Source: an optimization exercise on an open RTL-to-GDS flow (aim: small area). Production flows keep margins and buffers that such runs may drop. Function was checked by simulation only, so behaviour that the tests miss may differ from the original. In runs 2 to 7 the design's own scripts or RTL, not TritonCTS, make the clock network. No driver is modelled on the clock port, so clock power and skew are understated where the tree is cut down; a real chip needs a root buffer or a tree. Power and IR drop assume default switching activity.

==> flow/design.v <==
`timescale 1ns / 1ps
module tele(
    input clk,
    input rst,
    input startCall,
    input answerCall,
    input endCallCaller,
    input endCallCallee,
    input sendCharCaller,
    input sendCharCallee,
    input [7:0] charSent,
    output [63:0] statusMsg,
    output [63:0] sentMsg,
    output [15:0] cost
    );
reg s0, s1, s2;
reg [3:0] cnt;
reg [15:0] cost_r;
reg [55:0] msg;      
wire idle   = (~s0 & ~s1 & ~s2);
wire ring   = (s0 & ~s2);
wire rej    = (s1 & ~s2);
wire talk   = (~s1 & s2);
wire cst    = (s1 & s2);
wire sel_callee = (~s0);
wire valid = ~charSent[7] & (charSent[6] | charSent[5]);
wire digit = ~charSent[7] & ~charSent[6] & charSent[5] & charSent[4] &
             (~charSent[3] | (~charSent[2] & ~charSent[1]));
wire is127 = (charSent == 8'd127);
wire sendok = talk & (sel_callee ? sendCharCallee : sendCharCaller);
wire shift  = sendok & valid;
wire inc1   = sendok & digit;             
wire inc2   = shift & ~digit;             
wire hangup = endCallCaller | endCallCallee;
wire cnt9 = cnt[3] & cnt[0];
wire cnt4 = cnt[2];
reg [2:0] nx;
always @* begin
    nx = {s2, s1, s0};
    if (idle) begin
        if (startCall) nx = {1'b0,1'b0,1'b1};
    end else if (ring) begin
        if (endCallCaller | cnt9) nx = {1'b0,1'b0,1'b0};
        else if (endCallCallee) nx = {1'b0,1'b1,1'b0};
        else if (answerCall) nx = {1'b1,1'b0,1'b1};
    end else if (rej) begin
        if (cnt9) nx = {1'b0,1'b0,1'b0};
    end else if (talk) begin
        if (hangup) nx = {1'b1,1'b1,1'b0};
        else if (sendok & is127) nx = sel_callee ? {1'b1,1'b0,1'b1} : {1'b1,1'b0,1'b0};
    end else begin  
        if (cnt4) nx = {1'b0,1'b0,1'b0};
    end
end
wire n0 = nx[0], n1 = nx[1], n2 = nx[2];
always @(posedge clk or posedge rst)
    if (rst) begin
        s0 <= 1'b0; s1 <= 1'b0; s2 <= 1'b0;
    end else begin
        s0 <= n0; s1 <= n1; s2 <= n2;
    end
wire cnt_run = (ring & ~endCallCallee) | rej | cst;
wire [3:0] cnt_inc = {cnt[3] ^ (cnt[2] & cnt[1] & cnt[0]),
                      cnt[2] ^ (cnt[1] & cnt[0]),
                      cnt[1] ^ cnt[0],
                      ~cnt[0]};
always @(posedge clk)
    cnt <= cnt_run ? cnt_inc : 4'd0;
wire [16:0] cy;
assign cy[1] = inc2 | (inc1 & cost_r[0]);
genvar gi;
generate
    for (gi = 1; gi < 16; gi = gi + 1) begin : g_cy
        assign cy[gi+1] = cy[gi] & cost_r[gi];
    end
endgenerate
wire [15:0] cost_n;
assign cost_n[0] = cost_r[0] ^ inc1;
assign cost_n[15:1] = cost_r[15:1] ^ cy[15:1];
function [6:0] hex7;
    input [3:0] n;
    reg ge10;
    begin
        ge10 = n[3] & (n[2] | n[1]);
        hex7 = {ge10, ~ge10, ~ge10,
                n[3] & ~ge10,
                n[2] & (~n[3] | n[1] | n[0]),
                n[1] ^ (ge10 & ~n[0]),
                n[0] ^ ge10};
    end
endfunction
wire [27:0] hexlo = {hex7(cost_r[15:12]), hex7(cost_r[11:8]),
                     hex7(cost_r[7:4]), hex7(cost_r[3:0])};
wire [27:0] hexhi = {4{7'h30}};
wire hold = ~(shift | cst);
wire [55:0] msg_n = ({56{shift}} & {msg[48:0], charSent[6:0]}) |
                    ({56{cst}}   & {hexhi, hexlo}) |
                    ({56{hold}}  & msg);
always @(posedge clk or posedge rst)
    if (rst) begin
        cost_r <= 16'd0;
        msg <= 56'd0;
    end else begin
        cost_r <= cost_n;
        msg <= msg_n;
    end
assign cost = cost_r;
genvar gb;
generate
    for (gb = 0; gb < 8; gb = gb + 1) begin : g_msg
        assign sentMsg[8*gb+7]   = 1'b0;
        assign sentMsg[8*gb+6:8*gb] = msg[7*gb+6:7*gb];
    end
endgenerate
assign statusMsg[0] = 1'b0;
assign statusMsg[1] = 1'b0;
assign statusMsg[2] = (s1 & ~s2);
assign statusMsg[3] = 1'b0;
assign statusMsg[4] = 1'b0;
assign statusMsg[5] = (~s1) | (s2);
assign statusMsg[6] = (s1 & ~s2);
assign statusMsg[7] = 1'b0;
assign statusMsg[8] = (s0 & ~s2) | (s1 & ~s2);
assign statusMsg[9] = (s0 & ~s2);
assign statusMsg[10] = (s0 & ~s2) | (s1 & ~s2);
assign statusMsg[11] = 1'b0;
assign statusMsg[12] = 1'b0;
assign statusMsg[13] = (~s0 & ~s1) | (s2);
assign statusMsg[14] = (s0 & ~s2) | (s1 & ~s2);
assign statusMsg[15] = 1'b0;
assign statusMsg[16] = (~s0 & ~s1 & s2);
assign statusMsg[17] = (s0);
assign statusMsg[18] = (~s0 & ~s1 & s2) | (s0 & ~s2) | (s1 & ~s2);
assign statusMsg[19] = (s0 & ~s2);
assign statusMsg[20] = (s0 & s2) | (s1 & ~s2);
assign statusMsg[21] = (~s0 & ~s1 & ~s2) | (s1 & s2);
assign statusMsg[22] = (s0) | (~s1 & s2) | (s1 & ~s2);
assign statusMsg[23] = 1'b0;
assign statusMsg[24] = (s0) | (~s1 & s2) | (s1 & ~s2);
assign statusMsg[25] = (s1 & ~s2);
assign statusMsg[26] = (~s1 & s2);
assign statusMsg[27] = (s0 & ~s2);
assign statusMsg[28] = 1'b0;
assign statusMsg[29] = (~s0 & ~s1 & ~s2) | (s1 & s2);
assign statusMsg[30] = (s0) | (~s1 & s2) | (s1 & ~s2);
assign statusMsg[31] = 1'b0;
assign statusMsg[32] = (~s2);
assign statusMsg[33] = (s0 & ~s2);
assign statusMsg[34] = 1'b1;
assign statusMsg[35] = (~s1 & s2);
assign statusMsg[36] = (s1 & s2);
assign statusMsg[37] = 1'b0;
assign statusMsg[38] = 1'b1;
assign statusMsg[39] = 1'b0;
assign statusMsg[40] = (s1 & s2);
assign statusMsg[41] = (s0 & ~s2) | (s1);
assign statusMsg[42] = (~s1);
assign statusMsg[43] = (~s1) | (~s2);
assign statusMsg[44] = (s1 & s2);
assign statusMsg[45] = 1'b0;
assign statusMsg[46] = 1'b1;
assign statusMsg[47] = 1'b0;
assign statusMsg[48] = (s0) | (s1) | (s2);
assign statusMsg[49] = (s1 & s2);
assign statusMsg[50] = (~s0 & ~s2) | (s1);
assign statusMsg[51] = (s0 & ~s2) | (s1 & s2);
assign statusMsg[52] = 1'b0;
assign statusMsg[53] = 1'b0;
assign statusMsg[54] = 1'b1;
assign statusMsg[55] = 1'b0;
assign statusMsg[56] = (~s0 & ~s1) | (s2);
assign statusMsg[57] = (s0) | (s1) | (s2);
assign statusMsg[58] = 1'b0;
assign statusMsg[59] = (~s0 & ~s1 & ~s2);
assign statusMsg[60] = (s0 & ~s2) | (s1 & ~s2);
assign statusMsg[61] = 1'b0;
assign statusMsg[62] = 1'b1;
assign statusMsg[63] = 1'b0;
endmodule
==> flow/flow/run.sh <==
#!/bin/bash
# The standard ORFS layout (the standard.sh) with these changes:
#  - synthesis maps the logic with an area-oriented ABC script (flow/abc_area.script);
#    the rest of the synthesis, and so every register, is as in the standard one
#  - every port gets the smallest buffer (buf_1)
#  - the clock tree is built from clkbuf_8 buffers, without dummy loads
#  - constant outputs share their tie cells
# Each step's full output is in orfs/logs/; make's own output in make_flow.log.
set -euo pipefail
here=$(pwd)
rm -rf "$here/scripts"
cp -r "$FLOW_HOME/scripts" "$here/scripts"
cp "$here/flow/abc_area.script" "$here/scripts/abc_area.script"
cp "$here/flow/abc_area.script" "$here/scripts/abc_speed.script"
export SCRIPTS_DIR="$here/scripts"
export BUFFER_PORTS_ARGS="-buffer_cell sky130_fd_sc_hd__buf_1"
export CTS_ARGS="-sink_clustering_enable -repair_clock_nets -dont_use_dummy_load -buf_list {sky130_fd_sc_hd__clkbuf_8}"
export SKIP_REPAIR_TIE_FANOUT=1
bash standard.sh > make_flow.log 2>&1
==> flow/flow/abc_area.script <==
strash
&get -n
&st
&dch -f
&nf -a -R 1000
&put
==> flow/standard.sh <==
#!/bin/bash
# synth_recipe.tcl (not shown) runs the flow's synth.tcl, then flattens the netlist and writes it again
# the make line also repeats each setting of config.mk as NAME=value (left out here)
make -C /OpenROAD-flow-scripts/flow DESIGN_CONFIG=/design/flow/config.mk WORK_HOME=/design/flow/orfs CLKGATE_MAP_FILE= SYNTH_SCRIPT=/design/flow/synth_recipe.tcl "${@:-finish}"
==> flow/config.mk <==
export PLATFORM = sky130hd
export DESIGN_NAME = tele
export DESIGN_NICKNAME = tele
export VERILOG_FILES = /design/flow/design.v
export SDC_FILE = /design/flow/constraint.sdc
export NUM_CORES = 4
export LEC_CHECK = 0
export CAP_MARGIN = 20
export CORE_AREA = 5 5 105 105
export DIE_AREA = 0 0 110 110
export SLEW_MARGIN = 20
==> flow/constraint.sdc <==
create_clock -name core_clock -period 5.0 [get_ports {clk}]
set_input_delay 1.0000 -clock core_clock [delete_from_list [all_inputs] [get_ports {clk}]]
set_output_delay 1.0000 -clock core_clock [all_outputs]
set_load 0.01 [all_outputs]
==> results by group, run 1 <==
Yosys
  – Post-Synth Adder-Cell Area: under 10%
  – Post-synth top cells: dfrtp_1 (75), buf_4 (57), nand2_1 (29)
  – Register area share after synthesis: 52.9%
  – Post-synthesis compound-gate area fraction: approximately a fifth
  – Asr flop ratio synth: about 95%
  – Top_reg_cell synth: dfrtp_1
  – Cell taking the most area after synthesis: dfrtp_1
  – Simple-Gate Fraction of Synth Area: ~7.4%
  – Synthesized cell area: 0.00370 sq mm
  – Synth unique cells: 31
  – Top cells by area, synth: dfrtp_1 (51%), buf_4 (12%), ha_1 (6.8%)
  – Cells after Synth: ~330
  – Post-synthesis area per instance: 11.2 sq um
  – Post-Synth XOR/XNOR Area: less than 1%
  – Flops & latches, synth: 79
  – Most common cell in the netlist: dfrtp_1
  – Post-synth EDFFs: 0
  – Yosys warning count: 1
  – Post-synthesis mux area share: 0%
  – Main combinational cell family by area after synthesis: compound AO/OA/AOI/OAI gates
  – Yosys top cell area share: around half

Global route
  – Total Routing Usage GR: between 10% and 20%
  – Initial antenna violation count: 0
  – Largest net degree at the start of global routing: 53
  – Number of global-route vias before repair: 2,563
  – First-pass GRT wire length: roughly 14,000 um
  – GRT overflow: 0

Drt
  – DRC Markers: 0
  – Drt wl/cell: approximately 17 um
  – First-pass detailed-route iteration total: 4
  – DR vias/cell: 5.16
  – Number of DRC markers in iteration 0: between 150 and 200
  – Via Count: 2,809
  – Antenna viol nets, final: 0
  – Drt total wl: approximately 9000 um

Power
  – Leakage: ~0.0018 uW
  – Overall power: between 2000 and 2500 uW
  – Sw Ratio: 43.2%
  – Internal: around 1200 uW
  – Pwr dens: about 530 mW/mm^2
  – Sequential share of power: 41.7%
  – VDD IR-drop max: roughly 0.23 mV
  – Clock share of power: between 10% and 20%
  – Comb pwr share: a little over two fifths
  – P_sw: between 900 and 1000 uW

Timing
  – Fmax: approximately 230 MHz
  – Tmin final: between 4 and 5 ns
  – Max_slew headroom: 39.8%
  – Pins Over Slew Limit: 0
  – Final setup fails: 0
  – RSZ-0062 raised after global routing: false
  – Final Worst Setup Slack: between 0.5 and 0.6 ns
  – Clock Skew: between 0.02 and 0.025 ns
  – Final hold vios: 0
  – Setup TNS: 0 ns
  – Final worst path period share: 88.7%
  – Least-Margin Pin Slew: between 0.9 and 1 ns

Floorplanning
  – Die Y: between 100 and 150 um
  – FP Rows: 36
  – Initial Util: between 30% and 40%
  – Die area: around 0.012 sq mm
  – I/O Pins: between 150 and 200
  – Core region area: approximately 0.0098 sq mm
  – Die X: between 100 and 150 um

Worst setup path
  – Startpoint types: input port
  – Worst EP required: approximately 5.2 ns
  – Most frequent cell on the critical path: ha_1
  – Crit path DAT: approximately 4.7 ns
  – Critical path, cell by cell: buf_1, o21ai_0, nor2_1, ha_1, a21o_1, ha_1, ha_1, ha_1, ha_1, ha_1, ha_1, ha_1, ha_1, ha_1, ha_1, ha_1, ha_1, ha_1, ha_1, xor2_1
  – Worst path bufs/invs: 1
  – Worst setup EP type: flip-flop
  – CP Class: input port to flip-flop
  – Max stage delay on crit path: 0.47 ns
  – Critical Path Slowest Stage Cell: o21ai_0
  – Top cell family by delay on the critical path: adder cells
  – Max FO, Critical Path: 3

Clock network
  – Clk root buf: clkbuf_8
  – Max clock buf depth: 2
  – Clock-pin slew on the worst setup and hold paths: 0.07 ns
  – H-tree Lvls: 3
  – CTS Hold Bufs: 0
  – CTS resizes: 0
  – Post-CTS Setup Bufs: 0
  – Clk sink count: just under 80
  – Clock latency (worst-skew pair): ~0.34 ns
  – CTS tree: yes
  – TritonCTS buffer count: 9

Placement
  – RePlAce Congestion: around 0.83
  – Detailed placer's ending HPWL: between 6000 and 7000 um
  – Setup WS pre-CTS: around 0.16 ns
  – Post-DP Area: roughly 0.004 sq mm
  – Port bufs: roughly 130

Finish
  – Util after Layout: between 40% and 50%
  – Layout cells sized above 1: under 10%
  – Area growth syn-to-layout: 10.5%
  – Diode count: 0
  – Fin area: just over 0.004 sq mm
  – Fin nets: 449

Hold path
  – Hold WC Path Type: flip-flop to flip-flop

Run
  – Max-capacitance violation count: 0

Status
  – Status: complete, no violations
==> power by group through the flow <==
stage               Combinational, uW  Clock, uW  Sequential, uW
finish                            904        357             903
global route                     1010        402             923
CTS                               900        375             903
detailed placement                896          0             916
global placement                  894          0             908
floorplan                         670          0             926
==> final cells by class <==
cell class	instances	area, sq um
fill	1008	5690
inverter	17	65.1
sequential	79	1960
clock buffer	9	124
multi-input combinational	178	1270
timing repair buffer	128	504
tap	133	166
==> cells in the final DEF, fill, tap and decap left out, drive strengths merged <==
master,n
nor2,27
a21o,1
nand3,1
nor2b,1
o22ai,2
clkbuf,9
nand2,29
a22oi,7
dfxtp,4
or3,3
o21ai,12
xor2,2
nand4,1
conb,2
o21a,1
a211oi,1
dfrtp,75
o22a,8
a41oi,1
a22o,20
ha,20
a21oi,7
o311a,4
and2,1
nor4,1
buf,128
nor3,3
a31oi,1
xnor2,1
a32oi,3
clkinv,17
a221o,18
==> cell families after synthesis <==
kind of cell,after synthesis
AOI/OAI and AO/OA,86
DFF,79
buffers and inverters,74
other,2
xor gates and xnor gates,3
and+or+nand+nor,67
adders and majority gates,20
==> metrics by stage <==
stage,instances,hold WS [ns]
CTS,543,0.492
floorplan,331,0.442
global route,544,0.524
finish,544,0.485
global placement,534,0.464
detailed placement,534,0.478
==> sequential cells by signal (all words and copies together) (netlist names) <==
| register | flops |
|---|---|
| cnt | 4 |
| s0 | 1 |
| s2 | 1 |
| cost_r | 16 |
| msg | 56 |
| s1 | 1 |
==> worst paths after layout <==
kind / slack, ns / to / cells after the start / from
setup / recovery: 0.56 / cost_r[15] / 20 / sendCharCallee
hold / removal: 0.49 / cnt[0] / 1 / cnt[0]
setup reg to reg: 0.74 / cost_r[15] / 22 / s1
hold reg to reg: 0.49 / cnt[0] / 1 / cnt[0]
max in group asynchronous: 3.34 / msg[13] / 3 / rst
min in group asynchronous: 0.80 / msg[49] / 2 / rst
==> routing by layer <==
layer  part of all wire (%)  vias up  global-route usage, %
met5                      0        -                      0
met4                   0.44        0                   3.65
met3                    7.0        4                   4.60
met2                     48       86                   23.1
met1                     45     1420                   19.8
li1                       -     1299                      -
==> worst register-to-register path: cells and delay by family (launching register included) <==
kind                       cells  cell delay [ns]
xor gates and xnor gates       1             0.14
DFF                            1             0.39
buffers and inverters          1             0.16
and+or+nand+nor                2             0.32
adders and majority gates     15             2.70
AOI/OAI and AO/OA              3             0.44
==> run 2: changes to the inputs <==
==> flow/flow/run.sh (replaced) <==
#!/bin/bash
# The standard ORFS layout (the standard.sh) with these changes:
#  - synthesis maps the logic with an area-oriented ABC script (flow/abc_area.script);
#    the rest of the synthesis, and so every register, is as in the standard one
#  - every port gets the smallest buffer (buf_1)
#  - the clock tree is flow/manual_cts.tcl: the flip-flops split by placement
#    into 3 groups, each driven by one clkbuf_16 fed from the clock port
#  - constant outputs share their tie cells
# Each step's full output is in orfs/logs/; make's own output in make_flow.log.
set -euo pipefail
here=$(pwd)
rm -rf "$here/scripts"
cp -r "$FLOW_HOME/scripts" "$here/scripts"
cp "$here/flow/abc_area.script" "$here/scripts/abc_area.script"
cp "$here/flow/abc_area.script" "$here/scripts/abc_speed.script"
python3 - "$here/scripts/cts.tcl" "$here/flow/manual_cts.tcl" <<'PY'
import sys
p, m = sys.argv[1], sys.argv[2]
s = open(p).read()
old = "log_cmd clock_tree_synthesis {*}$cts_args"
assert s.count(old) == 1
s = s.replace(old, "source " + m)
open(p, "w").write(s)
PY
export SCRIPTS_DIR="$here/scripts"
export BUFFER_PORTS_ARGS="-buffer_cell sky130_fd_sc_hd__buf_1"
export MCTS_N=3
export MCTS_BUF=sky130_fd_sc_hd__clkbuf_16
export SKIP_REPAIR_TIE_FANOUT=1
bash standard.sh > make_flow.log 2>&1
==> flow/flow/manual_cts.tcl (new file) <==
# A small clock tree: the flip-flops are split by placement into MCTS_N groups
# of about equal size (halving along x, then y, ...); each group gets one
# clock buffer at its centre, driven straight from the clock port.
set mcts_n [expr {[info exists ::env(MCTS_N)] ? $::env(MCTS_N) : 4}]
set mcts_buf [expr {[info exists ::env(MCTS_BUF)] ? $::env(MCTS_BUF) : "sky130_fd_sc_hd__clkbuf_8"}]
set block [ord::get_db_block]
set db [ord::get_db]
set clk_port [$block findBTerm clk]
set clknet [$clk_port getNet]
set sinks {}
foreach it [$clknet getITerms] {
  set inst [$it getInst]
  set bb [$inst getBBox]
  lappend sinks [list $it [expr {([$bb xMin] + [$bb xMax]) / 2}] [expr {([$bb yMin] + [$bb yMax]) / 2}]]
}
puts "manual CTS: [llength $sinks] sinks, $mcts_n groups of $mcts_buf"
proc mcts_split {items n axis} {
  if {$n <= 1} { return [list $items] }
  set idx [expr {$axis == 0 ? 1 : 2}]
  set s [lsort -integer -index $idx $items]
  set n1 [expr {$n / 2}]
  set k [expr {int(round(double([llength $s]) * $n1 / $n))}]
  set a [lrange $s 0 [expr {$k - 1}]]
  set b [lrange $s $k end]
  return [concat [mcts_split $a $n1 [expr {1 - $axis}]] [mcts_split $b [expr {$n - $n1}] [expr {1 - $axis}]]]
}
set die [$block getDieArea]
set axis [expr {[$die dx] >= [$die dy] ? 0 : 1}]
set groups [mcts_split $sinks $mcts_n $axis]
set master [$db findMaster $mcts_buf]
set i 0
foreach g $groups {
  set sx 0; set sy 0
  foreach s $g { set sx [expr {$sx + [lindex $s 1]}]; set sy [expr {$sy + [lindex $s 2]}] }
  set cx [expr {$sx / [llength $g]}]; set cy [expr {$sy / [llength $g]}]
  set inst [odb::dbInst_create $block $master "clkbuf_m_$i"]
  set net [odb::dbNet_create $block "clknet_m_$i"]
  $net setSigType CLOCK
  foreach s $g {
    set it [lindex $s 0]
    $it disconnect
    $it connect $net
  }
  [$inst findITerm X] connect $net
  [$inst findITerm A] connect $clknet
  $inst setLocation [expr {$cx - [$master getWidth] / 2}] [expr {$cy - [$master getHeight] / 2}]
  $inst setPlacementStatus PLACED
  puts "manual CTS: group $i has [llength $g] sinks, buffer at ($cx, $cy)"
  incr i
}
$clknet setSigType CLOCK
set_propagated_clock [all_clocks]
==> run 2 against run 1 <==
Against the previous run:
- still clean on timing, DRC and antenna
- clock skew decreased by 0.011 ns
- hold slack improved by 0.0093 ns
- power decreased by 4.1%
- final cell count decreased by 1.1%
- via count decreased by 1.3%
- design area decreased by 1.2%
- global-route usage decreased by 0.94 points
- core utilization decreased by 0.50 points
- first-iteration DRC count decreased by 14%
- largest cell class unchanged
- highest routed layer unchanged
==> results by group, run 2 <==
Yosys
  – Top cells by area, synth: dfrtp_1 (51%), buf_4 (12%), ha_1 (6.8%)
  – Post-synth EDFFs: 0
  – Register area share after synthesis: 52.9%
  – Yosys warning count: 1
  – Post-synthesis area per instance: between 10 and 15 sq um
  – Asr flop ratio synth: 94.9%
  – Cell taking the most area after synthesis: dfrtp_1
  – Yosys top cell area share: between 50% and 60%
  – Post-synth top cells: dfrtp_1 (75), buf_4 (57), nand2_1 (29)
  – Top_reg_cell synth: dfrtp_1
  – Cells after Synth: around 330
  – Flops & latches, synth: ~80
  – Most common cell in the netlist: dfrtp_1
  – Synth unique cells: 31
  – Synthesized cell area: 0.00370 sq mm

Floorplanning
  – Initial Util: between 30% and 40%
  – Die area: between 0.01 and 0.015 sq mm
  – Die X: around 110 um
  – Core region area: roughly 0.01 sq mm
  – I/O Pins: 160
  – Die Y: between 100 and 150 um
  – FP Rows: 36

Hold path
  – Hold Startpoint: msg[54]
  – Hold-critical path depth: 1
  – Worst Hold End: msg[54]
  – Hold WC Path Type: flip-flop to flip-flop

Timing
  – Final hold vios: 0
  – Final Worst Setup Slack: just over 0.4 ns
  – Max_slew headroom: between 30 and 40%
  – Pins Over Slew Limit: 0
  – Setup TNS: 0 ns
  – Clock Skew: slightly below 0.01 ns
  – Final worst path period share: around nine tenths
  – RSZ-0062 raised after global routing: false
  – Fmax: between 200 and 250 MHz
  – Least-Margin Pin Slew: roughly 0.9 ns
  – Tmin final: 4.59 ns
  – Final setup fails: 0

Global route
  – Total Routing Usage GR: between 10% and 20%
  – Largest net degree at the start of global routing: 53
  – Initial antenna violation count: 0
  – First-pass GRT wire length: ~14,000 um
  – Number of global-route vias before repair: between 2,000 and 3,000
  – GRT overflow: 0

Clock network
  – Clock-pin slew on the worst setup and hold paths: 0.10 ns
  – Clock latency (worst-skew pair): around 0.16 ns
  – CTS resizes: 0
  – Post-CTS Setup Bufs: 0
  – CTS Hold Bufs: 0

Drt
  – Antenna viol nets, final: 0
  – Drt wl/cell: approximately 17 um
  – Drt total wl: slightly below 9000 um
  – Number of DRC markers in iteration 0: 160
  – First-pass detailed-route iteration total: 4
  – DR vias/cell: ~5.2
  – Via Count: 2,772
  – DRC Markers: 0

Worst setup path
  – Startpoint types: input port
  – Worst EP required: approximately 5 ns
  – FF-to-FF End: cost_r[15]
  – CP Class: input port to flip-flop
  – Crit path DAT: 4.65 ns
  – Flop-to-flop setup slack: 0.73 ns
  – Worst setup EP type: flip-flop
  – Worst Reg-to-Reg Cells: 22
  – Max FO, Critical Path: 3
  – Beginning of the worst register-to-register path: s1

Finish
  – Area growth syn-to-layout: 9.14%
  – Fin nets: approximately 440
  – Layout fillers: between 1,000 and 1,500
  – Number of flip-flops in the largest register: 56
  – Util after Layout: between 40% and 50%
  – Largest Register: msg
  – Diode count: 0
  – Layout cells sized above 1: between 2 and 2.5%
  – Top Registers: msg x56, cost_r x16, cnt x4
  – Most frequent cells in the layout: buf_1 (125), dfrtp_1 (75), nand2_1 (29), nor2_1 (26)
  – Fin area: 0.00403 sq mm
  – Commonest non-fill, non-tap cell in the layout: buf_1

Placement
  – Setup WS pre-CTS: 0.159 ns
  – RePlAce Congestion: ~0.83
  – Port bufs: approximately 130
  – Post-DP Area: ~0.0039 sq mm
  – Detailed placer's ending HPWL: approximately 6500 um

Power
  – Pwr dens: 515 mW/mm^2
  – Overall power: just over 2000 uW
  – VDD IR-drop max: around 0.23 mV
  – Leakage: 0.00180 uW

Status
  – Status: complete, no violations

Run
  – Max-capacitance violation count: 0
## run 2: cell counts after synthesis
Identical to the previous run, type by type.
## run 2: critical path, cell delays in order
cell	delay, ns
buf_1	0.07
o21ai_0	0.47
nor2_1	0.12
ha_1	0.20
a21o_1	0.16
ha_1	0.19
ha_1	0.18
ha_1	0.18
ha_1	0.18
ha_1	0.17
ha_1	0.17
ha_1	0.18
ha_1	0.18
ha_1	0.18
ha_1	0.18
ha_1	0.18
ha_1	0.18
ha_1	0.17
ha_1	0.18
xor2_1	0.13
## run 2: logic make-up after synthesis
kind of cell | after synthesis | synth area share (%)
fa+ha+maj | 20 | 6.77
simple gates | 67 | 7.41
flops | 79 | 52.9
compound gates | 86 | 18.7
xor+xnor | 3 | 0.711
buf+inv | 74 | 13.3
other cells | 2 | 0.203
## run 2: cell type report
type | instances | area [sq um] | share of cell area, %
plain buffers | 3 | 75.1 | 1.86
flip-flops and latches | 79 | 1960 | 48.5
well taps | 133 | 166 | 4.13
multi-input cells | 178 | 1270 | 31.4
inverters | 17 | 65.1 | 1.61
repair buffers | 128 | 504 | 12.5
## run 2: how the worst max path moves through the flow
| stage | start | endpoint | slack, ns | depth (start not counted) |
|---|---|---|---|---|
| after floorplan | sendCharCaller | cost_r[15] | 0.44 | 20 |
| after global routing | sendCharCallee | cost_r[15] | 0.27 | 20 |
| final | sendCharCallee | cost_r[15] | 0.41 | 20 |
| after global placement | sendCharCallee | cost_r[15] | 0.23 | 20 |
| after detailed placement | sendCharCallee | cost_r[15] | 0.16 | 20 |
| after CTS | sendCharCallee | cost_r[15] | 0.35 | 20 |
## run 2: routing by layer
metal | track usage, % | wire, um | up-vias
li1 | - | - | 1288
met1 | 19.5 | 3950 | 1395
met2 | 23.2 | 4280 | 82
met3 | 2.04 | 594 | 7
met4 | 1.07 | 67 | 0
met5 | 0 | 0 | -
## run 2: through the flow
| stage | hold WS (ns) | std cells |
|---|---|---|
| final | 0.495 | 538 |
| after global placement | 0.464 | 534 |
| after floorplan | 0.442 | 331 |
| after global routing | 0.528 | 538 |
| after detailed placement | 0.478 | 534 |
| after CTS | 0.502 | 537 |
## run 2: power breakdown
group | internal (uW) | switching (uW) | total, uW | leakage, uW
sequential | 765 | 138 | 903 | 0.00100
clock | 111 | 160 | 271 | 0.0000370
combinational | 303 | 601 | 903 | 0.000763
==> run 3: changes to the inputs <==
--- a/flow/flow/run.sh
+++ b/flow/flow/run.sh
@@ -4,7 +4,7 @@
 #    the rest of the synthesis, and so every register, is as in the standard one
 #  - every port gets the smallest buffer (buf_1)
 #  - the clock tree is flow/manual_cts.tcl: the flip-flops split by placement
-#    into 3 groups, each driven by one clkbuf_16 fed from the clock port
+#    into 4 groups, each driven by one clkbuf_8 fed from the clock port
 #  - constant outputs share their tie cells
 # Each step's full output is in orfs/logs/; make's own output in make_flow.log.
 set -euo pipefail
@@ -24,7 +24,7 @@
 PY
 export SCRIPTS_DIR="$here/scripts"
 export BUFFER_PORTS_ARGS="-buffer_cell sky130_fd_sc_hd__buf_1"
-export MCTS_N=3
-export MCTS_BUF=sky130_fd_sc_hd__clkbuf_16
+export MCTS_N=4
+export MCTS_BUF=sky130_fd_sc_hd__clkbuf_8
 export SKIP_REPAIR_TIE_FANOUT=1
 bash standard.sh > make_flow.log 2>&1
--- a/flow/config.mk
+++ b/flow/config.mk
@@ -8,4 +8,5 @@
 export CAP_MARGIN = 20
 export CORE_AREA = 5 5 105 105
 export DIE_AREA = 0 0 110 110
+export PLACE_DENSITY = 0.8
 export SLEW_MARGIN = 20
==> run 3 against run 2 <==
Against the previous run:
- final cell count grew 0.74%
- sequential power grew 0.6%
- core utilization is essentially flat
- hold slack gained 0.012 ns
- highest routed layer unchanged
==> results by group, run 3 <==
Yosys
  – Asr flop ratio synth: 94.9%
  – Post-Synth Adder-Cell Area: under 10%
  – Main combinational cell family by area after synthesis: compound AO/OA/AOI/OAI gates
  – Cells after Synth: around 330
  – Simple-Gate Fraction of Synth Area: under 10%
  – Top cells by area, synth: dfrtp_1 (51%), buf_4 (12%), ha_1 (6.8%)
  – Post-synthesis compound-gate area fraction: a little under a fifth
  – Synthesized cell area: between 0.003 and 0.004 sq mm
  – Post-Synth XOR/XNOR Area: less than 1%
  – Top_reg_cell synth: dfrtp_1
  – Yosys top cell area share: between 50% and 60%
  – Post-synthesis mux area share: 0%
  – Cell taking the most area after synthesis: dfrtp_1
  – Flops & latches, synth: 79
  – Post-synth top cells: dfrtp_1 (75), buf_4 (57), nand2_1 (29)
  – Most common cell in the netlist: dfrtp_1
  – Post-synthesis area per instance: 11.2 sq um
  – Post-synth EDFFs: 0
  – Yosys warning count: 1
  – Synth unique cells: 31
  – Register area share after synthesis: around 53%

Finish
  – Largest Register: msg
  – Area growth syn-to-layout: 9.21%
  – Fin nets: between 400 and 500
  – Commonest non-fill, non-tap cell in the layout: buf_1
  – Layout fillers: approximately 970
  – Top Registers: msg x56, cost_r x16, cnt x4
  – Layout cells sized above 1: 3.18%
  – Most frequent cells in the layout: buf_1 (125), dfrtp_1 (75), nand2_1 (29), nor2_1 (26)
  – Number of flip-flops in the largest register: 56
  – Util after Layout: about two fifths
  – Diode count: 0

Worst setup path
  – Max FO, Critical Path: 3
  – Startpoint types: input port
  – Critical Path Slowest Stage Cell: o21ai_0
  – Worst setup EP type: flip-flop
  – Max stage delay on crit path: approximately 0.24 ns
  – CP Class: input port to flip-flop
  – Worst Reg-to-Reg Cells: 23
  – Critical path, cell by cell: buf_1, o21ai_0, buf_4, nor2_1, ha_1, a21o_1, ha_1, ha_1, ha_1, ha_1, ha_1, ha_1, ha_1, ha_1, ha_1, ha_1, ha_1, ha_1, ha_1, ha_1, xor2_1
  – Most frequent cell on the critical path: ha_1
  – Worst EP required: roughly 5.1 ns
  – Crit path DAT: roughly 4.5 ns

Global route
  – Number of global-route vias before repair: between 2,000 and 3,000
  – Largest net degree at the start of global routing: 50
  – GRT overflow: 0
  – Initial antenna violation count: 0
  – First-pass GRT wire length: roughly 14,000 um
  – Total Routing Usage GR: approximately 14%

Drt
  – Antenna viol nets, final: 0
  – Drt wl/cell: 16.6 um
  – DRC Markers: 0
  – Drt total wl: between 9000 and 10,000 um
  – Number of DRC markers in iteration 0: between 100 and 150
  – DR vias/cell: approximately 5
  – Via Count: roughly 2,800
  – First-pass detailed-route iteration total: 4

Timing
  – Pins Over Slew Limit: 0
  – Setup TNS: 0 ns
  – Final setup fails: 0
  – Final hold vios: 0
  – Least-Margin Pin Slew: around 0.69 ns
  – RSZ-0062 raised after global routing: false
  – Final worst path period share: between 80% and 90%
  – Clock Skew: between 0.008 and 0.009 ns
  – Fmax: 226 MHz
  – Max_slew headroom: between 50% and 60%
  – Tmin final: approximately 4.4 ns

Floorplanning
  – I/O Pins: 160
  – Die area: around 0.012 sq mm
  – Initial Util: 37.8%
  – Die Y: approximately 110 um
  – FP Rows: 36
  – Core region area: just under 0.01 sq mm
  – Die X: roughly 110 um

Power
  – Pwr dens: 512 mW/mm^2
  – VDD IR-drop max: roughly 0.3 mV
  – Leakage: about 0.0018 uW

Hold path
  – Hold WC Path Type: flip-flop to flip-flop
  – Hold-critical path depth: 1

Clock network
  – CTS resizes: 0
  – Clock latency (worst-skew pair): around 0.17 ns
  – CTS Hold Bufs: 0
  – Clock-pin slew on the worst setup and hold paths: roughly 0.12 ns
  – Post-CTS Setup Bufs: 0

Placement
  – Port bufs: ~130
  – Detailed placer's ending HPWL: around 6700 um
  – RePlAce Congestion: between 0.7 and 0.8

Status
  – Status: complete, no violations

Run
  – Max-capacitance violation count: 0
==> run 3: cell count changes in the layout (fill, tap and decap cells not counted) <==
cell / before / now
buf_4: 2 / 5
clkbuf_16: 3 / 0
clkbuf_8: 0 / 4
==> run 3: cell type report <==
type	count	area, sq um	area share (%)
plain buffers	4	55.1	1.36
inverters	17	65.1	1.61
multi-input cells	178	1270	31.4
flip-flops and latches	79	1960	48.5
well taps	133	166	4.12
repair buffers	131	527	13.1
==> run 3: metrics by stage <==
step                      cells  total power (uW)  setup WS [ns]  area, sq um  hold slack [ns]
after floorplan             331              1600          0.438         3710            0.442
after global placement      537              1820          0.343         3960            0.457
after detailed placement    537              1840          0.328         3960            0.480
after CTS                   541              2070          0.518         4020            0.511
after global routing        542              2240          0.397         4040            0.528
final                       542              2070          0.572         4040            0.507
==> run 3: cells by family after synthesis <==
family,after synthesis
AO/OA/AOI/OAI,86
flip-flops,79
buffers and inverters,74
AND/OR/NAND/NOR,67
adder cells (fa/ha/maj),20
XOR/XNOR,3
other,2
==> run 3: routing by layer <==
layer  part of all wire (%)  GRT usage (%)  vias up
met4                   0.99           1.34        0
met1                     44           20.4     1357
met5                      0              0        -
met3                    6.4           1.22        5
li1                       -              -     1304
met2                     48           24.2       96
==> run 3: where the power goes <==
| group | internal, uW | switching (uW) | total, uW |
|---|---|---|---|
| logic | 315 | 612 | 927 |
| registers | 764 | 144 | 908 |
| clock network | 75.0 | 156 | 231 |
==> run 3: worst max-delay path, delay by kind of cell <==
kind	cells	cell delay, ns
adder cells (fa/ha/maj)	15	2.69
AND/OR/NAND/NOR	1	0.05
AO/OA/AOI/OAI	2	0.40
buffers and inverters	2	0.26
XOR/XNOR	1	0.14
==> run 3: worst paths after layout <==
check                                    start          to  slack (ns)
worst max-delay path            sendCharCallee  cost_r[15]        0.57
worst min-delay path                    cnt[0]      cnt[0]        0.51
worst max register to register              s1  cost_r[15]        0.75
worst min register to register          cnt[0]      cnt[0]        0.51
max in group asynchronous                  rst     msg[49]        3.23
min in group asynchronous                  rst     msg[32]        0.82
==> run 4: changes to the inputs <==
--- a/flow/design.v
+++ b/flow/design.v
@@ -32,8 +32,8 @@
 wire inc1   = sendok & digit;             
 wire inc2   = shift & ~digit;             
 wire hangup = endCallCaller | endCallCallee;
-wire cnt9 = cnt[3] & cnt[0];
-wire cnt4 = cnt[2];
+wire cnt9 = cnt[3] & cnt[2];
+wire cnt4 = cnt[3];
 reg [2:0] nx;
 always @* begin
     nx = {s2, s1, s0};
@@ -60,12 +60,8 @@
         s0 <= n0; s1 <= n1; s2 <= n2;
     end
 wire cnt_run = (ring & ~endCallCallee) | rej | cst;
-wire [3:0] cnt_inc = {cnt[3] ^ (cnt[2] & cnt[1] & cnt[0]),
-                      cnt[2] ^ (cnt[1] & cnt[0]),
-                      cnt[1] ^ cnt[0],
-                      ~cnt[0]};
 always @(posedge clk)
-    cnt <= cnt_run ? cnt_inc : 4'd0;
+    cnt <= cnt_run ? {cnt[2:0], ~(cnt[3] ^ cnt[0])} : 4'd0;
 wire [16:0] cy;
 assign cy[1] = inc2 | (inc1 & cost_r[0]);
 genvar gi;
@@ -77,24 +73,26 @@
 wire [15:0] cost_n;
 assign cost_n[0] = cost_r[0] ^ inc1;
 assign cost_n[15:1] = cost_r[15:1] ^ cy[15:1];
-function [6:0] hex7;
+function [6:0] hexg;
     input [3:0] n;
-    reg ge10;
+    input c;
+    reg p, l6;
     begin
-        ge10 = n[3] & (n[2] | n[1]);
-        hex7 = {ge10, ~ge10, ~ge10,
-                n[3] & ~ge10,
-                n[2] & (~n[3] | n[1] | n[0]),
-                n[1] ^ (ge10 & ~n[0]),
-                n[0] ^ ge10};
+        p = n[2] | n[1];
+        l6 = c & n[3] & p;                  
+        hexg = {l6, c & ~l6, c & ~l6,
+                c & n[3] & ~p,
+                c & n[2] & (~n[3] | n[1] | n[0]),
+                (c & n[1]) ^ (l6 & ~n[0]),
+                (c & n[0]) ^ l6};
     end
 endfunction
-wire [27:0] hexlo = {hex7(cost_r[15:12]), hex7(cost_r[11:8]),
-                     hex7(cost_r[7:4]), hex7(cost_r[3:0])};
-wire [27:0] hexhi = {4{7'h30}};
+wire [27:0] hexlo = {hexg(cost_r[15:12], cst), hexg(cost_r[11:8], cst),
+                     hexg(cost_r[7:4], cst), hexg(cost_r[3:0], cst)};
+wire [27:0] hexhi = {4{1'b0, cst, cst, 4'b0000}};
 wire hold = ~(shift | cst);
 wire [55:0] msg_n = ({56{shift}} & {msg[48:0], charSent[6:0]}) |
-                    ({56{cst}}   & {hexhi, hexlo}) |
+                    {hexhi, hexlo} |
                     ({56{hold}}  & msg);
 always @(posedge clk or posedge rst)
     if (rst) begin
--- a/flow/flow/run.sh
+++ b/flow/flow/run.sh
@@ -4,7 +4,7 @@
 #    the rest of the synthesis, and so every register, is as in the standard one
 #  - every port gets the smallest buffer (buf_1)
 #  - the clock tree is flow/manual_cts.tcl: the flip-flops split by placement
-#    into 4 groups, each driven by one clkbuf_8 fed from the clock port
+#    into 3 groups, each driven by one clkbuf_16 fed from the clock port
 #  - constant outputs share their tie cells
 # Each step's full output is in orfs/logs/; make's own output in make_flow.log.
 set -euo pipefail
@@ -24,7 +24,7 @@
 PY
 export SCRIPTS_DIR="$here/scripts"
 export BUFFER_PORTS_ARGS="-buffer_cell sky130_fd_sc_hd__buf_1"
-export MCTS_N=4
-export MCTS_BUF=sky130_fd_sc_hd__clkbuf_8
+export MCTS_N=3
+export MCTS_BUF=sky130_fd_sc_hd__clkbuf_16
 export SKIP_REPAIR_TIE_FANOUT=1
 bash standard.sh > make_flow.log 2>&1
--- a/flow/config.mk
+++ b/flow/config.mk
@@ -8,5 +8,4 @@
 export CAP_MARGIN = 20
 export CORE_AREA = 5 5 105 105
 export DIE_AREA = 0 0 110 110
-export PLACE_DENSITY = 0.8
 export SLEW_MARGIN = 20
==> run 4 against run 3 <==
Against the previous run:
- routed wire length shrank 3.1%
- global-route usage is 0.73 points lower
- clock skew is 0.0049 ns lower
- clock power rose by 18%
- design area shrank 0.99%
- critical path type unchanged
- largest power group unchanged
==> results by group, run 4 <==
Finish
  – Commonest non-fill, non-tap cell in the layout: buf_1
  – Util after Layout: between 40 and 50%
  – Layout cells sized above 1: 2.53%
  – Number of flip-flops in the largest register: 56
  – Diode count: 0
  – Top Registers: msg x56, cost_r x16, cnt x4
  – Most frequent cells in the layout: buf_1 (125), dfrtp_1 (75), nand2_1 (31), a221o_1 (23), nor2_1 (21)
  – Layout fillers: about 980
  – Largest Register: msg
  – Area growth syn-to-layout: 9.68%
  – Fin nets: approximately 430

Timing
  – Final worst path period share: 87.5%
  – Final setup fails: 0
  – Final Worst Setup Slack: roughly 0.62 ns
  – Max_slew headroom: between 40 and 50%
  – Setup TNS: 0 ns
  – RSZ-0062 raised after global routing: false
  – Fmax: approximately 230 MHz
  – Tmin final: 4.38 ns
  – Pins Over Slew Limit: 0
  – Final hold vios: 0
  – Clock Skew: ~0.0033 ns
  – Least-Margin Pin Slew: about 0.86 ns

Floorplanning
  – Die X: ~110 um
  – Initial Util: between 30% and 40%
  – Die area: approximately 0.012 sq mm
  – Core region area: approximately 0.0098 sq mm
  – I/O Pins: 160
  – Die Y: ~110 um
  – FP Rows: 36

Clock network
  – Post-CTS Setup Bufs: 0
  – CTS Hold Bufs: 0
  – CTS resizes: 0
  – Clock latency (worst-skew pair): ~0.16 ns
  – Clock-pin slew on the worst setup and hold paths: 0.10 ns

Yosys
  – Yosys top cell area share: 51.5%
  – Cells after Synth: 320
  – Post-synthesis area per instance: 11.4 sq um
  – Most common cell in the netlist: dfrtp_1
  – Post-synth top cells: dfrtp_1 (75), buf_4 (57), nand2_1 (31)
  – Cell taking the most area after synthesis: dfrtp_1
  – Register area share after synthesis: a little over half
  – Asr flop ratio synth: about 95%
  – Post-synth EDFFs: 0
  – Top cells by area, synth: dfrtp_1 (52%), buf_4 (12%), a221o_1 (6.3%)
  – Synthesized cell area: between 0.003 and 0.004 sq mm
  – Top_reg_cell synth: dfrtp_1
  – Synth unique cells: 30
  – Flops & latches, synth: approximately 80
  – Yosys warning count: 1

Drt
  – Via Count: roughly 2,700
  – First-pass detailed-route iteration total: 5
  – Drt total wl: about 9000 um
  – DR vias/cell: 5.08
  – Antenna viol nets, final: 0
  – Drt wl/cell: between 15 and 20 um
  – DRC Markers: 0
  – Number of DRC markers in iteration 0: between 150 and 200

Worst setup path
  – Startpoint types: input port
  – Crit path DAT: roughly 4.4 ns
  – Critical path, cell by cell: buf_1, o21ai_0, nor2_1, ha_1, a21o_1, ha_1, ha_1, ha_1, ha_1, ha_1, ha_1, ha_1, ha_1, ha_1, ha_1, ha_1, ha_1, ha_1, ha_1, xor2_1
  – Worst EP required: 5.06 ns
  – Most frequent cell on the critical path: ha_1
  – Worst path bufs/invs: 1
  – Top cell family by delay on the critical path: adder cells
  – Max stage delay on crit path: 0.28 ns
  – Worst setup EP type: flip-flop
  – CP Class: input port to flip-flop
  – Max FO, Critical Path: 2
  – Critical Path Slowest Stage Cell: o21ai_0

Global route
  – GRT overflow: 0
  – First-pass GRT wire length: ~13,000 um
  – Largest net degree at the start of global routing: 52
  – Number of global-route vias before repair: around 2,400
  – Total Routing Usage GR: between 10% and 20%
  – Initial antenna violation count: 0

Run
  – Max-capacitance violation count: 0

Placement
  – RePlAce Congestion: ~0.79
  – Detailed placer's ending HPWL: approximately 6500 um
  – Port bufs: approximately 130
  – Setup WS pre-CTS: approximately 0.36 ns

Power
  – Leakage: 0.00178 uW
  – Overall power: 2090 uW
  – VDD IR-drop max: between 0.2 and 0.25 mV
  – Pwr dens: 523 mW/mm^2

Status
  – Status: complete, no violations

Hold path
  – Hold WC Path Type: flip-flop to flip-flop
## run 4: cell types whose count changed in the layout (fill, tap and decap cells not counted), sizes merged, moves of 3 or more
cell and delta:
a22oi -7, o21ai -7, a21oi -5, a221o +5, ha -5, nor2 -5
nor3 +5, a221oi +4, a32oi -3, clkinv -3, xnor2 +3
## run 4: path summary, 6_finish.rpt
check	to	depth (start not counted)	slack, ns	start
worst max register to register	cost_r[15]	22	0.83	s1
worst max-delay path	cost_r[15]	20	0.62	sendCharCallee
min in group asynchronous	msg[47]	2	0.96	rst
worst min-delay path	cnt[2]	1	0.46	cnt[1]
max in group asynchronous	cost_r[7]	3	3.22	rst
worst min register to register	cnt[2]	1	0.46	cnt[1]
## run 4: worst reg2reg max path, stage by stage (launching register included)
cell	delay (ns)
dfrtp_1	0.43
clkinv_1	0.16
nand2_1	0.19
a21oi_1	0.05
o21ai_0	0.15
nor2_1	0.10
ha_1	0.18
a21o_1	0.15
ha_1	0.19
ha_1	0.18
ha_1	0.19
ha_1	0.18
ha_1	0.18
ha_1	0.18
ha_1	0.18
ha_1	0.17
ha_1	0.18
ha_1	0.18
ha_1	0.18
ha_1	0.17
ha_1	0.18
ha_1	0.18
xor2_1	0.13
## run 4: stage by stage
stage	hold WS (ns)	area (sq um)	std cells
after floorplan	0.414	3650	320
after global routing	0.486	4000	528
final	0.458	4000	528
after detailed placement	0.440	3890	524
after CTS	0.462	3970	527
after global placement	0.421	3890	524
## run 4: logic make-up (layout without fill, tap and decap cells)
group | after synthesis | count (layout) | share of synthesized area, %
flops | 79 | 79 | 53.7
compound gates | 74 | 74 | 17.7
simple gates | 73 | 73 | 8.59
buf+inv | 71 | 146 | 13.2
fa+ha+maj | 15 | 15 | 5.15
xor+xnor | 6 | 6 | 1.44
other cells | 2 | 2 | 0.206
## run 4: power breakdown
group,switching [uW],internal [uW],total (uW)
Sequential,138,768,906
Clock,162,111,273
Combinational,601,310,911
## run 4: cell type report
cell class | instances | area, sq um | area share (%)
plain buffers | 3 | 75.1 | 1.88
well taps | 133 | 166 | 4.16
flip-flops and latches | 79 | 1960 | 49.0
repair buffers | 129 | 519 | 13.0
multi-input cells | 170 | 1220 | 30.7
inverters | 14 | 53.8 | 1.35
## run 4: layer usage
| metal | wire [um] | GRT usage, % |
|---|---|---|
| met2 | 4140 | 21.9 |
| met3 | 543 | 1.34 |
| met5 | 0 | 0 |
| met4 | 75 | 1.07 |
| met1 | 3980 | 20.2 |
==> run 5: changes to the inputs <==
--- a/flow/config.mk
+++ b/flow/config.mk
@@ -5,7 +5,7 @@
 export SDC_FILE = /design/flow/constraint.sdc
 export NUM_CORES = 4
 export LEC_CHECK = 0
-export CAP_MARGIN = 20
+export CAP_MARGIN = 0
 export CORE_AREA = 5 5 105 105
 export DIE_AREA = 0 0 110 110
-export SLEW_MARGIN = 20
+export SLEW_MARGIN = 0
==> run 5 against run 4 <==
Against the previous run:
- clock power about the same
- via count is essentially flat
- sequential share of layout area increased by 0.34 points
- hold slack barely moved
- critical endpoint unchanged
- still clean on timing, DRC and antenna
- synthesized cell count stayed put
- register-to-register slack is essentially flat
==> results by group, run 5 <==
Global route
  – Largest net degree at the start of global routing: 52
  – GRT overflow: 0
  – Number of global-route vias before repair: roughly 2,400
  – First-pass GRT wire length: ~13,000 um
  – Initial antenna violation count: 0
  – Total Routing Usage GR: a little over an eighth

Timing
  – Final setup fails: 0
  – Tmin final: about 4.4 ns
  – Setup TNS: 0 ns
  – Pins Over Slew Limit: 0
  – Final hold vios: 0
  – RSZ-0062 raised after global routing: false
  – Least-Margin Pin Slew: 1.13 ns
  – Fmax: about 230 MHz
  – Final worst path period share: a little under 90%
  – Max_slew headroom: between 20% and 30%
  – Clock Skew: between 0.003 and 0.004 ns

Worst setup path
  – Most frequent cell on the critical path: ha_1
  – Worst Reg-to-Reg Cells: 22
  – Critical Path Slowest Stage Cell: o21ai_0
  – Beginning of the worst register-to-register path: s1
  – Max FO, Critical Path: 2
  – Worst EP required: roughly 5 ns
  – CP Class: input port to flip-flop
  – Worst setup EP type: flip-flop
  – Critical path, cell by cell: buf_1, o21ai_0, nor2_1, ha_1, a21o_1, ha_1, ha_1, ha_1, ha_1, ha_1, ha_1, ha_1, ha_1, ha_1, ha_1, ha_1, ha_1, ha_1, ha_1, xor2_1
  – Max stage delay on crit path: roughly 0.28 ns
  – FF-to-FF End: cost_r[15]
  – Flop-to-flop setup slack: roughly 0.84 ns
  – Crit path DAT: 4.43 ns
  – Startpoint types: input port

Yosys
  – Top_reg_cell synth: dfrtp_1
  – Most common cell in the netlist: dfrtp_1
  – Synthesized cell area: between 0.003 and 0.004 sq mm
  – Flops & latches, synth: 79
  – Yosys warning count: 1
  – Cell taking the most area after synthesis: dfrtp_1
  – Top cells by area, synth: dfrtp_1 (52%), buf_4 (12%), a221o_1 (6.3%)
  – Cells after Synth: 320
  – Post-synthesis area per instance: approximately 11 sq um
  – Post-synth EDFFs: 0
  – Yosys top cell area share: about half
  – Asr flop ratio synth: approximately 95%
  – Synth unique cells: 30
  – Post-synth top cells: dfrtp_1 (75), buf_4 (57), nand2_1 (31)
  – Register area share after synthesis: between 50 and 60%

Finish
  – Reg area: between 0.0015 and 0.002 sq mm
  – Area growth syn-to-layout: 8.93%
  – Fin nets: roughly 430
  – Commonest non-fill, non-tap cell in the layout: buf_1
  – Diode count: 0
  – Top Registers: msg x56, cost_r x16, cnt x4
  – Largest Register: msg
  – Most frequent cells in the layout: buf_1 (125), dfrtp_1 (75), nand2_1 (31), a221o_1 (23), nor2_1 (21)
  – Number of flip-flops in the largest register: between 50 and 60
  – Multi-input gate area: about 0.0012 sq mm
  – Layout cells sized above 1: ~2.3%
  – Layout fillers: 981
  – Non-Filler Instances: 527

Hold path
  – Worst Hold End: cnt[2]
  – Hold-critical path depth: 1
  – Hold WC Path Type: flip-flop to flip-flop
  – Hold Startpoint: cnt[1]

Drt
  – Drt wl/cell: around 17 um
  – Via Count: 2,679
  – Number of DRC markers in iteration 0: roughly 190
  – DRC Markers: 0
  – Antenna viol nets, final: 0
  – DR vias/cell: 5.08
  – First-pass detailed-route iteration total: 4
  – Drt total wl: roughly 8700 um

Status
  – Status: complete, no violations

Floorplanning
  – Die area: roughly 0.012 sq mm
  – Initial Util: 37.3%
  – Core region area: 0.00977 sq mm
  – I/O Pins: 160
  – Die X: approximately 110 um
  – Die Y: 110 um
  – FP Rows: 36

Placement
  – RePlAce Congestion: 0.794
  – Detailed placer's ending HPWL: 6470 um
  – Placed cells: ~520
  – Port bufs: 125

Power
  – Leakage: between 0.0015 and 0.002 uW
  – Sequential share of power: 44.0%
  – Sw Ratio: a little over two fifths
  – Internal: ~1200 uW
  – VDD IR-drop max: between 0.2 and 0.25 mV
  – Clock share of power: a little over an eighth
  – Comb pwr share: 42.8%
  – P_sw: 893 uW
  – Pwr dens: 519 mW/mm^2

Run
  – Max-capacitance violation count: 0

Clock network
  – CTS Hold Bufs: 0
  – Post-CTS Setup Bufs: 0
  – Clock latency (worst-skew pair): between 0.15 and 0.2 ns
  – CTS resizes: 0
  – Clock-pin slew on the worst setup and hold paths: ~0.10 ns
run 5: cell counts after synthesis:
Identical to the previous run, type by type.
run 5: worst max-delay path by stage:
stage                               from  cells past startpoint          to  slack (ns)
after floorplan           sendCharCaller                     20  cost_r[15]        0.42
after global placement    sendCharCallee                     20  cost_r[15]        0.45
after detailed placement  sendCharCallee                     20  cost_r[15]        0.36
after CTS                 sendCharCallee                     20  cost_r[15]        0.56
after global routing      sendCharCallee                     20  cost_r[15]        0.42
final                     sendCharCallee                     20  cost_r[15]        0.62
run 5: per-layer routing:
layer,GRT usage (%),up-vias,share of wire [%]
met4,1.07,0,0.85
met3,1.34,5,6.8
met2,21.9,92,47
li1,-,1267,-
met1,20.2,1315,45
met5,0,-,0
run 5: layout make-up:
| class | instances | share of cell area, % |
|---|---|---|
| buffer | 3 | 1.89 |
| inverter | 14 | 1.36 |
| multi-input combinational | 170 | 30.9 |
| sequential | 79 | 49.3 |
| tap | 133 | 4.19 |
| timing repair buffer | 128 | 12.4 |
run 5: per-stage QoR:
| step | power, uW | area, sq um | util [%] | hold WS (ns) | worst slack [ns] |
|---|---|---|---|---|---|
| final | 2060 | 3970 | 40.6 | 0.458 | 0.623 |
| after global routing | 2220 | 3970 | 40.6 | 0.486 | 0.417 |
| after CTS | 2090 | 3970 | 40.6 | 0.462 | 0.556 |
| after detailed placement | 1820 | 3890 | 39.8 | 0.440 | 0.365 |
| after global placement | 1810 | 3890 | 39.8 | 0.421 | 0.447 |
| after floorplan | 1590 | 3650 | - | 0.414 | 0.420 |
run 5: cells by family (layout without fill, tap and decap cells):
| logic type | Yosys count | count (layout) | share of synthesized area (%) |
|---|---|---|---|
| compound gates | 74 | 74 | 17.7 |
| xor+xnor | 6 | 6 | 1.44 |
| fa+ha+maj | 15 | 15 | 5.15 |
| buf+inv | 71 | 145 | 13.2 |
| flops | 79 | 79 | 53.7 |
| other cells | 2 | 2 | 0.206 |
| simple gates | 73 | 73 | 8.59 |
run 5: critical path, delay by kind of cell:
kind	cells	cell delay (ns)
AO/OA/AOI/OAI	2	0.43
buffers and inverters	1	0.07
AND/OR/NAND/NOR	1	0.10
XOR/XNOR	1	0.13
adder cells (fa/ha/maj)	15	2.70
run 5: power groups by stage:
stage | clock (uW) | sequential (uW) | combinational (uW)
floorplan | 0 | 928 | 662
global placement | 0 | 916 | 890
detailed placement | 0 | 918 | 900
CTS | 280 | 905 | 901
global route | 304 | 927 | 989
finish | 271 | 906 | 882
==> run 6: changes to the inputs <==
--- a/flow/flow/run.sh
+++ b/flow/flow/run.sh
@@ -6,6 +6,7 @@
 #  - the clock tree is flow/manual_cts.tcl: the flip-flops split by placement
 #    into 3 groups, each driven by one clkbuf_16 fed from the clock port
 #  - constant outputs share their tie cells
+#  - no timing repair before placement (REMOVE_ABC_BUFFERS=1; ABC adds no buffers)
 # Each step's full output is in orfs/logs/; make's own output in make_flow.log.
 set -euo pipefail
 here=$(pwd)
@@ -27,4 +28,5 @@
 export MCTS_N=3
 export MCTS_BUF=sky130_fd_sc_hd__clkbuf_16
 export SKIP_REPAIR_TIE_FANOUT=1
+export REMOVE_ABC_BUFFERS=1
 bash standard.sh > make_flow.log 2>&1
--- a/flow/config.mk
+++ b/flow/config.mk
@@ -8,4 +8,5 @@
 export CAP_MARGIN = 0
 export CORE_AREA = 5 5 105 105
 export DIE_AREA = 0 0 110 110
+export GPL_TIMING_DRIVEN = 0
 export SLEW_MARGIN = 0
==> run 6 against run 5 <==
Against the previous run:
- still clean
- sequential share of layout area is 0.73 points lower
- via count is 1.5% higher
- first-iteration DRC count shrank 31%
- routed wire length shrank 0.39%
- critical path depth up 1
- global-route usage rose by 0.62 points
- design area is 1.5% higher
- setup slack lost 0.11 ns
- clock power barely moved
- highest routed layer unchanged
==> results by group, run 6 <==
Status
  – Status: complete, no violations

Placement
  – Port bufs: roughly 130
  – RePlAce Congestion: between 0.9 and 1
  – Setup WS pre-CTS: approximately 0.24 ns
  – Detailed placer's ending HPWL: between 6000 and 7000 um

Finish
  – Fin nets: ~430
  – Diode count: 0
  – Area growth syn-to-layout: 10.6%
  – Number of flip-flops in the largest register: 56
  – Most frequent cells in the layout: buf_1 (125), dfrtp_1 (75), nand2_1 (31), a221o_1 (23), nor2_1 (21)
  – Util after Layout: 41.2%
  – Commonest non-fill, non-tap cell in the layout: buf_1
  – Top Registers: msg x56, cost_r x16, cnt x4
  – Layout cells sized above 1: ~2.8%
  – Largest Register: msg

Yosys
  – Cell taking the most area after synthesis: dfrtp_1
  – Flops & latches, synth: 79
  – Synth unique cells: 30
  – Post-synth top cells: dfrtp_1 (75), buf_4 (57), nand2_1 (31)
  – Top_reg_cell synth: dfrtp_1
  – Synthesized cell area: 0.00364 sq mm
  – Cells after Synth: 320
  – Most common cell in the netlist: dfrtp_1
  – Yosys warning count: 1
  – Yosys top cell area share: about half
  – Asr flop ratio synth: a little over nine tenths
  – Register area share after synthesis: a little over half
  – Top cells by area, synth: dfrtp_1 (52%), buf_4 (12%), a221o_1 (6.3%)
  – Post-synth EDFFs: 0
  – Post-synthesis area per instance: 11.4 sq um

Drt
  – Drt total wl: between 8000 and 9000 um
  – Number of DRC markers in iteration 0: about 130
  – First-pass detailed-route iteration total: 4
  – DRC Markers: 0
  – Drt wl/cell: between 15 and 20 um
  – Via Count: between 2,000 and 3,000
  – Antenna viol nets, final: 0
  – DR vias/cell: just over 5

Worst setup path
  – Max stage delay on crit path: between 0.7 and 0.8 ns
  – Max FO, Critical Path: 14
  – Startpoint types: input port
  – CP Class: input port to flip-flop
  – Worst setup EP type: flip-flop
  – Critical path, cell by cell: buf_1, clkinv_1, a21oi_1, o21ai_0, nor3_2, a21o_1, ha_1, ha_1, ha_1, ha_1, ha_1, ha_1, ha_1, ha_1, ha_1, ha_1, ha_1, ha_1, ha_1, ha_1, xor2_1
  – Critical Path Slowest Stage Cell: nor3_2
  – Worst Reg-to-Reg Cells: 22
  – Most frequent cell on the critical path: ha_1
  – Worst EP required: 5.09 ns
  – Crit path DAT: about 4.6 ns

Power
  – Sw Ratio: a little over two fifths
  – VDD IR-drop max: approximately 0.31 mV
  – Leakage: roughly 0.0018 uW
  – Comb pwr share: 43.5%
  – P_sw: around 890 uW
  – Sequential share of power: about 43%
  – Pwr dens: about 520 mW/mm^2
  – Overall power: slightly above 2000 uW
  – Internal: 1190 uW
  – Clock share of power: between 10% and 20%

Floorplanning
  – Core region area: between 0.009 and 0.01 sq mm
  – Initial Util: a little under two fifths
  – Die Y: between 100 and 150 um
  – Die X: around 110 um
  – FP Rows: 36
  – I/O Pins: 160
  – Die area: roughly 0.012 sq mm

Clock network
  – CTS resizes: 0
  – Post-CTS Setup Bufs: 0
  – Clock latency (worst-skew pair): ~0.16 ns
  – Clock-pin slew on the worst setup and hold paths: 0.10 ns
  – CTS Hold Bufs: 0

Global route
  – Initial antenna violation count: 0
  – Met2 GRT Util: approximately 25%
  – GRT overflow: 0
  – First-pass GRT wire length: between 10,000 and 15,000 um
  – Total Routing Usage GR: 14.1%
  – GR Layer Usage met3: about 1.8%
  – Number of global-route vias before repair: about 2,700
  – GR peak layer: met2
  – Largest net degree at the start of global routing: 50
  – Met1 Usage GRT: a little under a fifth

Timing
  – Final setup fails: 0
  – Max_slew headroom: 40.1%
  – Least-Margin Pin Slew: slightly below 0.9 ns
  – Clock Skew: between 0.005 and 0.006 ns
  – Final hold vios: 0
  – Final Worst Setup Slack: between 0.5 and 0.6 ns
  – RSZ-0062 raised after global routing: false
  – Fmax: between 200 and 250 MHz
  – Tmin final: about 4.5 ns
  – Final worst path period share: between 80% and 90%
  – Setup TNS: 0 ns
  – Pins Over Slew Limit: 0

Hold path
  – Hold-critical path depth: 1
  – Hold WC Path Type: flip-flop to flip-flop

Run
  – Max-capacitance violation count: 0
run 6: layout make-up:
cell class	count	area, sq um
flip-flops and latches	79	1960
repair buffers	130	558
well taps	133	166
fillers	1009	5750
inverters	14	53.8
plain buffers	3	75.1
multi-input cells	170	1220
run 6: cells by family after synthesis:
kind of cell,Yosys count,synth area share (%)
fa+ha+maj,15,5.15
flops,79,53.7
simple gates,73,8.59
xor+xnor,6,1.44
compound gates,74,17.7
buf+inv,71,13.2
other cells,2,0.206
run 6: power groups by stage:
stage          Sequential, uW  Clock, uW  Combinational (uW)
6_report                  903        271                 905
3_3_place_gp              912          0                 866
5_1_grt                   923        309                1000
2_1_floorplan             930          0                 496
4_1_cts                   901        284                 921
3_5_place_dp              914          0                 918
run 6: routing by layer:
metal / wire length [um] / vias up / share of wire (%)
li1: - / 1266 / -
met1: 3730 / 1327 / 43
met2: 4170 / 117 / 48
met3: 683 / 9 / 7.9
met4: 97 / 0 / 1.1
met5: 0 / - / 0
run 6: critical path: cells and delay by family:
family | cells | cell delay [ns]
adder cells (fa/ha/maj) | 14 | 1.99
AND/OR/NAND/NOR | 1 | 0.76
AO/OA/AOI/OAI | 3 | 0.55
XOR/XNOR | 1 | 0.14
buffers and inverters | 2 | 0.12
run 6: path summary, 6_finish.rpt:
check,start,to,slack [ns]
worst max-delay path,sendCharCaller,cost_r[15],0.52
worst min-delay path,cnt[1],cnt[2],0.45
worst max register to register,s1,cost_r[15],0.78
worst min register to register,cnt[1],cnt[2],0.45
max in group asynchronous,rst,msg[7],3.58
min in group asynchronous,rst,msg[55],0.81
run 6: stage by stage:
step	std cells	hold slack [ns]	cell area (sq um)
6_report	529	0.450	4030
5_1_grt	529	0.471	4030
4_1_cts	529	0.456	4030
3_5_place_dp	526	0.444	3950
3_3_place_gp	521	0.423	3850
2_1_floorplan	263	0.414	3220
==> run 7: changes to the inputs <==
--- a/flow/config.mk
+++ b/flow/config.mk
@@ -8,5 +8,4 @@
 export CAP_MARGIN = 0
 export CORE_AREA = 5 5 105 105
 export DIE_AREA = 0 0 110 110
-export GPL_TIMING_DRIVEN = 0
 export SLEW_MARGIN = 0
==> run 7 against run 6 <==
Against the previous run:
- fmax increased by 1.9%
- final cell count decreased by 0.57%
- sequential share of layout area increased by 0.91 points
- design area decreased by 1.8%
- synthesized area unchanged
- combinational power decreased by 3.8%
- via count increased by 0.96%
- critical path type unchanged
- critical endpoint unchanged
- highest routed layer unchanged
==> results by group, run 7 <==
Worst setup path
  – Flop-to-flop setup slack: between 0.8 and 0.9 ns
  – CP Class: input port to flip-flop
  – Critical Path Start: sendCharCallee
  – Startpoint types: input port
  – Beginning of the worst register-to-register path: s1
  – Max FO, Critical Path: 3
  – Worst EP required: 5.05 ns
  – Worst setup EP type: flip-flop
  – Crit path DAT: about 4.5 ns

Yosys
  – Yosys top cell area share: between 50% and 60%
  – Cells after Synth: 320
  – Register area share after synthesis: 53.7%
  – Post-synthesis compound-gate area fraction: ~18%
  – Post-synth top cells: dfrtp_1 (75), buf_4 (57), nand2_1 (31)
  – Top cells by area, synth: dfrtp_1 (52%), buf_4 (12%), a221o_1 (6.3%)
  – Yosys warning count: 1
  – Post-synth EDFFs: 0
  – Post-Synth XOR/XNOR Area: around 1.4%
  – Most common cell in the netlist: dfrtp_1
  – Synthesized cell area: about 0.0036 sq mm
  – Synth unique cells: 30
  – Cell taking the most area after synthesis: dfrtp_1
  – Post-Synth Adder-Cell Area: between 5 and 6%
  – Post-synthesis area per instance: about 11 sq um
  – Main combinational cell family by area after synthesis: compound AO/OA/AOI/OAI gates
  – Flops & latches, synth: around 80

Timing
  – Tmin final: around 4.4 ns
  – Fmax: roughly 230 MHz
  – RSZ-0062 raised after global routing: false
  – Max_slew headroom: approximately 25%
  – Final worst path period share: between 80% and 90%
  – Final hold vios: 0
  – Clock Skew: between 0.007 and 0.008 ns
  – Least-Margin Pin Slew: around 1.1 ns

Placement
  – RePlAce Congestion: 0.890
  – Post-DP Area: 0.00388 sq mm
  – Placed cells: 523
  – Detailed placer's ending HPWL: between 6000 and 7000 um

Global route
  – Initial antenna violation count: 0
  – GRT overflow: 0
  – Total Routing Usage GR: between 10% and 20%
  – Largest net degree at the start of global routing: 62
  – Number of global-route vias before repair: around 2,600

Drt
  – Drt wl/cell: 16.4 um
  – Drt total wl: 8620 um
  – Number of DRC markers in iteration 0: about 160
  – DRC Markers: 0
  – Antenna viol nets, final: 0
  – Via Count: 2,745

Clock network
  – Clock latency (worst-skew pair): 0.16 ns
  – Post-CTS Setup Bufs: 0
  – CTS resizes: 0

Finish
  – Fin nets: 426
  – Top Registers: msg x56, cost_r x16, cnt x4
  – Layout cells sized above 1: roughly 2%
  – Most frequent cells in the layout: buf_1 (125), dfrtp_1 (75), nand2_1 (31), a221o_1 (23), nor2_1 (21)
  – Fin area: approximately 0.0040 sq mm
  – Layout fillers: 982
  – Area growth syn-to-layout: 8.55%
  – Diode count: 0
  – Commonest non-fill, non-tap cell in the layout: buf_1

Floorplanning
  – Initial Util: between 30% and 40%
  – FP Rows: 36
  – Core region area: between 0.009 and 0.01 sq mm
  – Die X: around 110 um

Power
  – VDD IR-drop max: 0.386 mV
  – Leakage: about 0.0018 uW
  – Pwr dens: about 520 mW/mm^2

Hold path
  – Hold WC Path Type: flip-flop to flip-flop
  – Hold Startpoint: cnt[1]

Status
  – Status: complete, no violations
-- run 7: cell counts after synthesis --
No cell type changed its count.
-- run 7: final cells by class --
class / count / area (sq um) / area share [%]
Buffer: 3 / 75.1 / 1.90
Inverter: 14 / 53.8 / 1.36
Multi-Input combinational cell: 170 / 1220 / 30.8
Sequential cell: 79 / 1960 / 49.5
Tap cell: 133 / 166 / 4.21
Timing Repair Buffer: 127 / 484 / 12.2
-- run 7: worst max-delay path: stages --
cell	delay, ns
buf_1	0.07
o21ai_0	0.31
nor2_1	0.11
ha_1	0.19
a21o_1	0.16
ha_1	0.18
ha_1	0.17
ha_1	0.18
ha_1	0.17
ha_1	0.18
ha_1	0.18
ha_1	0.17
ha_1	0.17
ha_1	0.17
ha_1	0.18
ha_1	0.18
ha_1	0.18
ha_1	0.18
ha_1	0.18
xor2_1	0.14
-- run 7: cells by family after synthesis --
family | count (synthesis)
other | 2
XOR/XNOR | 6
AND/OR/NAND/NOR | 73
flip-flops | 79
adder cells (fa/ha/maj) | 15
AO/OA/AOI/OAI | 74
buffers and inverters | 71
-- run 7: report_power, final --
group | total [uW] | leakage [uW] | switching, uW | internal [uW]
Clock | 268 | 0.0000370 | 157 | 111
Sequential | 903 | 0.00100 | 135 | 768
Combinational | 871 | 0.000715 | 588 | 283
Total | 2040 | 0.00175 | 881 | 1160
-- run 7: path summary, 6_finish.rpt --
| kind | end | cells past startpoint |
|---|---|---|
| max | cost_r[15] | 20 |
| min | cnt[2] | 1 |
| max reg2reg | cost_r[15] | 22 |
| min reg2reg | cnt[2] | 1 |
| max in group asynchronous | msg[2] | 3 |
| min in group asynchronous | msg[55] | 2 |
-- run 7: metal layers --
metal	track usage, %	up-vias	routed length (um)
li1	-	1266	-
met1	19.9	1333	3720
met2	23.1	137	4080
met3	1.63	9	731
met4	1.25	0	87
met5	0	-	0
-- run 7: per-stage QoR --
| step | hold slack (ns) | util (%) | setup TNS, ns | worst slack (ns) |
|---|---|---|---|---|
| floorplan | 0.414 | - | -61.55 | -1.19 |
| finish | 0.465 | 40.5 | 0 | 0.603 |
| detailed placement | 0.432 | 39.7 | 0 | 0.422 |
| global placement | 0.425 | 39.7 | 0 | 0.459 |
| CTS | 0.468 | 40.5 | 0 | 0.600 |
| global route | 0.484 | 40.5 | 0 | 0.366 |

Check on run 7: ideal ports give 0.603 ns setup slack; a clkbuf_16 on the clock port and buf_2 on the inputs give 0.646 ns; moving port delays by the midpoint clock arrival (0.226 ns) as well gives 0.421 ns.
